Background: an optimization exercise with open tools, aiming at small area. Do not read the settings as production practice.
At most, simulation tests tie the RTL to the original design; equivalence was not proved.
No activity file was given, so power comes from the tool's default toggle rates.

Setup of main:
==> module Top, before the edit <==
module Top(CLK, RST, BUTTON_U, BUTTON_L, BUTTON_R, BUTTON_D, RESET_10, RESET_205, an, sseg, dp, LED);
input CLK, RST, BUTTON_U, BUTTON_L, BUTTON_R, BUTTON_D, RESET_10, RESET_205;
output [3:0] an;
output [6:0] sseg;
output dp;
output reg LED;
localparam [4:0] J0 = 5'b00000, J1 = 5'b00001, J2 = 5'b00011, J5 = 5'b11111, J9 = 5'b10000;
function [4:0] dm; input [4:0] j; dm = {~j[0], j[4:1]}; endfunction             
function [4:0] p1; input [4:0] j; p1 = {j[3:0], ~j[4]}; endfunction             
function [4:0] p2; input [4:0] j; p2 = {j[2:0], ~j[4:3]}; endfunction           
function [4:0] p5; input [4:0] j; p5 = ~j; endfunction                           
function [4:0] p6; input [4:0] j; p6 = {~j[3:0], j[4]}; endfunction             
function [4:0] p8; input [4:0] j; p8 = {~j[1:0], j[4:2]}; endfunction           
function isz; input [4:0] j; isz = ~j[4] & ~j[0]; endfunction
function is9; input [4:0] j; is9 = j[4] & ~j[3]; endfunction
function ge2; input [4:0] j; ge2 = j[4] | j[1]; endfunction
function ge4; input [4:0] j; ge4 = j[4] | j[3]; endfunction
function ge8; input [4:0] j; ge8 = j[4] & ~j[2]; endfunction
function lt2; input [4:0] j; lt2 = ~j[4] & ~j[1]; endfunction
function [6:0] seg; input [4:0] x;
    begin
        seg[0] = (~x[1] & x[2]) | (~x[1] & ~x[4]);
        seg[1] = (~x[1] & x[2]) | (x[0] & ~x[3]);
        seg[2] = (~x[3] & x[4]) | (x[0] & ~x[1]) | (~x[1] & x[2]) | (x[0] & x[2]);
        seg[3] = (x[0] & ~x[1]) | (~x[1] & x[2]) | (x[3] & ~x[4]);
        seg[4] = (x[1] & ~x[2]);
        seg[5] = (x[1] & x[4]);
        seg[6] = (x[0] & ~x[1]) | (x[3] & ~x[4]);
    end
endfunction
reg [4:0] u;    
reg [4:0] v;    
wire vfb  = (~v[2] & ~v[3] & ~v[4]) | (v[0] & v[1] & ~v[3] & ~v[4]) | (v[3] & v[4]) | (~v[0] & ~v[1] & v[4]);
wire v5   = v[0] & ~v[1] & (~v[2] | v[4]);         
wire v0   = ~v[1] & ~v[2] & ~v[3] & ~v[4];         
wire v1   = v[0] & v[1] & ~v[2] & ~v[4];           
wire samp = u[0] & v5;
wire tick = (u[2:0] == 3'd1) & v1;
wire madv = (u[1:0] == 2'd2) & v0;
reg [3:0] f1, f2, tq;
wire [3:0] p = f2 & ~tq;    
wire pu = p[3];
wire pl = p[2] & ~p[3];
wire pr = p[1] & ~p[2] & ~p[3];
wire pd = p[0] & ~p[1] & ~p[2] & ~p[3];
reg [4:0] d0, d1, d2, d3;
reg [1:0] m;
wire z0 = isz(d0), z1 = isz(d1), z2 = isz(d2), z3 = isz(d3);
wire zero = z0 & z1 & z2 & z3;
wire c1 = pu & is9(d1) | pl & ge2(d1) | pd & d1[4];
wire h1 = pu & c1 | pl & ~c1;
wire h2 = pl & c1 | pr;
wire h5 = pd & ~c1;
wire h6 = pd & c1;
wire c2 = h1 & is9(d2) | h2 & ge8(d2) | h5 & d2[4] | h6 & ge4(d2);
wire sat = c2 & is9(d3);
wire [4:0] a1 = pu ? p1(d1) : pl ? p8(d1) : pd ? p5(d1) : d1;
wire [4:0] a2 = h1 ? p1(d2) : h2 ? p2(d2) : h5 ? p5(d2) : h6 ? p6(d2) : d2;
wire [4:0] a3 = c2 ? p1(d3) : d3;
wire dec0 = tick & ~RESET_10 & ~RESET_205 & ~zero;
wire dec1 = dec0 & z0, dec2 = dec1 & z1, dec3 = dec2 & z2;
always @(posedge CLK) begin
    if (RST) begin
        u <= 5'd4; v <= 5'd1; f1 <= 0; f2 <= 0;
        d0 <= J0; d1 <= J0; d2 <= J0; d3 <= J0; LED <= 0; m <= 0;
    end else begin
        u <= u + 1'b1;
        v <= {v[3:0], vfb};
        if (samp) begin f1 <= {BUTTON_U, BUTTON_L, BUTTON_R, BUTTON_D}; f2 <= f1; end
        if (madv) m <= m + 1'b1;
        if (RESET_10 | RESET_205) LED <= 1;
        if (tick) begin
            if (dec0) d0 <= dm(d0);
            if (dec1) d1 <= dm(d1);
            if (dec2) d2 <= dm(d2);
            if (dec3) d3 <= dm(d3);
        end else if (RESET_10) begin d3 <= J0; d2 <= J0; d1 <= J1; d0 <= J0; end
        else if (RESET_205) begin d3 <= J0; d2 <= J2; d1 <= J0; d0 <= J5; end
        else if (sat) begin d3 <= J9; d2 <= J9; d1 <= J9; d0 <= J9; end
        else begin d1 <= a1; d2 <= a2; d3 <= a3; end
    end
end
always @(posedge CLK) tq <= f2;
wire lt200 = z3 & lt2(d2);
wire blank = zero ? m[0] : (lt200 & m[1]);
wire [1:0] k = u[4:3];
reg [4:0] dig;
always @(*) begin
    case (k)
        2'd0: dig = d0;
        2'd1: dig = d1;
        2'd2: dig = d2;
        default: dig = d3;
    endcase
end
assign sseg = blank ? 7'b1111111 : seg(dig);
assign an = ~(4'b0001 << k);
assign dp = 1'b1;
endmodule
==> flow/config.mk <==
export PLATFORM = sky130hd
export DESIGN_NAME = Top
export DESIGN_NICKNAME = Top
export VERILOG_FILES = /design/flow/design.v
export SDC_FILE = /design/flow/constraint.sdc
export NUM_CORES = 4
export LEC_CHECK = 0
export ABC_AREA = 1
export CAP_MARGIN = 20
export CORE_MARGIN = 2
export CORE_UTILIZATION = 40
export CTS_BUF_LIST = sky130_fd_sc_hd__clkbuf_8
export CTS_CLUSTER_DIAMETER = 500
export CTS_CLUSTER_SIZE = 50
export PLACE_DENSITY = 0.6
export SLEW_MARGIN = 20
==> flow/constraint.sdc <==
create_clock -name core_clock -period 15.0 [get_ports {CLK}]
set_input_delay 3.0000 -clock core_clock [delete_from_list [all_inputs] [get_ports {CLK}]]
set_output_delay 3.0000 -clock core_clock [all_outputs]
set_load 0.01 [all_outputs]
standard.sh (not shown) runs the stock make flow with config.mk's settings and CLKGATE_MAP_FILE= SYNTH_SCRIPT=/design/flow/synth_recipe.tcl, a recipe that flattens the netlist after the stock synthesis.
==> flow/flow/run.sh <==
#!/bin/bash
# Own layout flow: the standard flow (standard.sh) with two changes:
#  - Yosys's ABC technology mapping uses the area-oriented script flow/abc_area.script
#    instead of ORFS's (which maps for delay, then buffers and upsizes);
#  - the port buffers are sky130_fd_sc_hd__buf_1 cells.
# Synthesis is otherwise synth_recipe.tcl unchanged, so the registers and their names are
# the standard synthesis's. Each tool's log: orfs/logs/..., make's output: flow_standard.log.
set -euo pipefail
W=$(pwd)
{
  head -n 1 synth_recipe.tcl
  echo "proc abc {args} { set i [lsearch -exact \$args -script]; if {\$i >= 0} { lset args [expr {\$i + 1}] $W/flow/abc_area.script }; yosys abc {*}\$args }"
  tail -n +2 synth_recipe.tcl
} > flow_synth.tcl
sed "s#$W/synth_recipe.tcl#$W/flow_synth.tcl#g" standard.sh > flow_standard.sh
grep -q flow_synth.tcl flow_standard.sh
export BUFFER_PORTS_ARGS="-buffer_cell sky130_fd_sc_hd__buf_1"
bash flow_standard.sh > flow_standard.log 2>&1
==> flow/flow/abc_area.script <==
strash
dch
amap
topo
Here is what was changed in the inputs of the feature branch compared with main.
==> flow/design.v <==
`timescale 1ns / 1ps
module Top(CLK, RST, BUTTON_U, BUTTON_L, BUTTON_R, BUTTON_D, RESET_10, RESET_205, an, sseg, dp, LED);
input CLK, RST, BUTTON_U, BUTTON_L, BUTTON_R, BUTTON_D, RESET_10, RESET_205;
output [3:0] an;
output [6:0] sseg;
output dp;
output reg LED;
localparam [3:0] J0 = 4'b0000, J1 = 4'b0001, J2 = 4'b0011, J5 = 4'b1000, J9 = 4'b1100;
function [2:0] li; input [2:0] l; li = {l[1:0], ~(l[2] | l[1])}; endfunction     
function [2:0] ld; input [2:0] l; ld = {~(l[0] | l[1]), l[2:1]}; endfunction     
function wu; input [3:0] x; wu = x[2] & ~x[1]; endfunction                      
function wd; input [3:0] x; wd = ~x[2] & ~x[0]; endfunction                     
function [3:0] dm; input [3:0] x; dm = {x[3] ^ wd(x), ld(x[2:0])}; endfunction              
function [3:0] p1; input [3:0] x; p1 = {x[3] ^ wu(x), li(x[2:0])}; endfunction              
function [3:0] p2; input [3:0] x; p2 = {x[3] ^ x[2], li(li(x[2:0]))}; endfunction           
function [3:0] p5; input [3:0] x; p5 = {~x[3], x[2:0]}; endfunction                         
function [3:0] p6; input [3:0] x; p6 = {~(x[3] ^ wu(x)), li(x[2:0])}; endfunction           
function [3:0] p8; input [3:0] x; p8 = {x[3] ^ (~x[2] & ~x[1]), ld(ld(x[2:0]))}; endfunction  
function isz; input [3:0] x; isz = ~x[3] & wd(x); endfunction
function is9; input [3:0] x; is9 = x[3] & wu(x); endfunction
function ge2; input [3:0] x; ge2 = x[3] | x[2] | x[1]; endfunction
function ge4; input [3:0] x; ge4 = x[3] | wu(x); endfunction
function ge8; input [3:0] x; ge8 = x[3] & x[2]; endfunction
function lt2; input [3:0] x; lt2 = ~x[3] & ~x[2] & ~x[1]; endfunction
function [6:0] seg; input [3:0] x;
    begin
        seg[0] = (~x[1] & ~x[2] & ~x[3]) | (x[1] & ~x[2] & x[3]);
        seg[1] = (x[0] & ~x[3]) | (x[1] & ~x[3]) | (x[1] & ~x[2]);
        seg[2] = (x[0] & ~x[1] & ~x[3]) | (x[2] & ~x[3]) | (~x[0] & ~x[1] & x[3]) | (x[1] & ~x[2] & x[3]);
        seg[3] = (x[0] & ~x[1] & ~x[3]) | (~x[1] & x[2] & ~x[3]) | (x[1] & ~x[2] & x[3]);
        seg[4] = (x[1] & ~x[2] & ~x[3]);
        seg[5] = (~x[1] & ~x[2] & x[3]);
        seg[6] = (x[0] & ~x[1] & ~x[3]) | (~x[1] & x[2] & ~x[3]);
    end
endfunction
reg [4:0] u;    
reg [4:0] v;    
wire vfb  = (~v[2] & ~v[3] & ~v[4]) | (v[0] & v[1] & ~v[3] & ~v[4]) | (v[3] & v[4]) | (~v[0] & ~v[1] & v[4]);
wire v5   = v[0] & ~v[1] & (~v[2] | v[4]);         
wire v0   = ~v[1] & ~v[2] & ~v[3] & ~v[4];         
wire v1   = v[0] & v[1] & ~v[2] & ~v[4];           
wire samp = u[0] & v5;
wire tick = (u[2:0] == 3'd1) & v1;
wire madv = (u[1:0] == 2'd2) & v0;
reg [3:0] f1, f2, tq;
wire [3:0] p = f2 & ~tq;    
wire pu = p[3];
wire pl = p[2] & ~p[3];
wire pr = p[1] & ~p[2] & ~p[3];
wire pd = p[0] & ~p[1] & ~p[2] & ~p[3];
reg [3:0] d0, d1, d2, d3;
reg [1:0] m;
wire z0 = isz(d0), z1 = isz(d1), z2 = isz(d2), z3 = isz(d3);
wire zero = z0 & z1 & z2 & z3;
wire c1 = pu & is9(d1) | pl & ge2(d1) | pd & d1[3];
wire h1 = pu & c1 | pl & ~c1;
wire h2 = pl & c1 | pr;
wire h5 = pd & ~c1;
wire h6 = pd & c1;
wire c2 = h1 & is9(d2) | h2 & ge8(d2) | h5 & d2[3] | h6 & ge4(d2);
wire sat = c2 & is9(d3);
wire [3:0] a1 = pu ? p1(d1) : pl ? p8(d1) : pd ? p5(d1) : d1;
wire [3:0] a2 = h1 ? p1(d2) : h2 ? p2(d2) : h5 ? p5(d2) : h6 ? p6(d2) : d2;
wire [3:0] a3 = c2 ? p1(d3) : d3;
wire dec0 = tick & ~RESET_10 & ~RESET_205 & ~zero;
wire dec1 = dec0 & z0, dec2 = dec1 & z1, dec3 = dec2 & z2;
always @(posedge CLK) begin
    if (RST) begin
        u <= 5'd4; v <= 5'd1; f1 <= 0; f2 <= 0;
        d0 <= J0; d1 <= J0; d2 <= J0; d3 <= J0; LED <= 0; m <= 0;
    end else begin
        u <= u + 1'b1;
        v <= {v[3:0], vfb};
        if (samp) begin f1 <= {BUTTON_U, BUTTON_L, BUTTON_R, BUTTON_D}; f2 <= f1; end
        if (madv) m <= m + 1'b1;
        if (RESET_10 | RESET_205) LED <= 1;
        if (tick) begin
            if (dec0) d0 <= dm(d0);
            if (dec1) d1 <= dm(d1);
            if (dec2) d2 <= dm(d2);
            if (dec3) d3 <= dm(d3);
        end else if (RESET_10) begin d3 <= J0; d2 <= J0; d1 <= J1; d0 <= J0; end
        else if (RESET_205) begin d3 <= J0; d2 <= J2; d1 <= J0; d0 <= J5; end
        else if (sat) begin d3 <= J9; d2 <= J9; d1 <= J9; d0 <= J9; end
        else begin d1 <= a1; d2 <= a2; d3 <= a3; end
    end
end
always @(posedge CLK) tq <= f2;
wire lt200 = z3 & lt2(d2);
wire blank = zero ? m[0] : (lt200 & m[1]);
wire [1:0] k = u[4:3];
reg [3:0] dig;
always @(*) begin
    case (k)
        2'd0: dig = d0;
        2'd1: dig = d1;
        2'd2: dig = d2;
        default: dig = d3;
    endcase
end
assign sseg = blank ? 7'b1111111 : seg(dig);
assign an = ~(4'b0001 << k);
assign dp = 1'b1;
endmodule
--- outcome ---
- When the feature branch is measured against main, its register-to-register slack turns out 0.75 ns higher.
- NOTE number of library cell types mapped by synthesis main->the feature branch increased by a little under 10%
- The higher tightest slew margin relative to the limit came out of the feature branch.
- Summary of the feature branch over main: area enclosed by the die boundary decreased by about 2.3% relative to the old numbers; total number of clock tree sinks decreased by 4 relative to the old numbers; final worst slack decreased by 0.12 ns relative to the old numbers; proportion of cell area occupied by registers decreased by 2.5 points relative to the old numbers.
- The feature branch and main ended up with roughly the same worst slack on hold paths.
- Looking only at clock-buffer cell count, and setting everything else aside, the lower value of the feature branch and main goes to main.
- Relative to main, sum of internal, switching and leakage power decreased by about 5.6% in the feature branch.
- Taking main as the reference, in the feature branch via count decreased about 6%, number of global-route vias before repair decreased 69.
- For the number of ordinary and repair buffers in the finished layout, the feature branch came in 4.8% lower than main did.
The RTL of main was laid out without a check of its function.

afterwards: timing with drivers on the ports:
How much do the figures lean on ideal ports? The routed layouts below were timed once more, with nothing changed but the port constraints.
Step 1 sets driving cells, clkbuf_16 on the clock port and buf_2 on the other inputs (assumed; they add their load-dependent delay and slew).
Step 2, shift: input delay + t, output delay - t, t = (earliest + latest rising clock arrival at the registers) / 2. This alone moves slack from input paths to output paths.
Slacks: ideal ports / drivers / drivers and shift; pairs: ideal ports / drivers.
run	t (ns)	setup slack, ns	hold slack, ns	pins driven straight from the clock port
main	0.320	9.515 / 9.488 / 9.559	0.371 / 0.371 / 0.371	1
the feature branch	0.317	9.400 / 9.371 / 9.519	0.370 / 0.370 / 0.370	1
After both steps setup and hold are still met in every run listed.
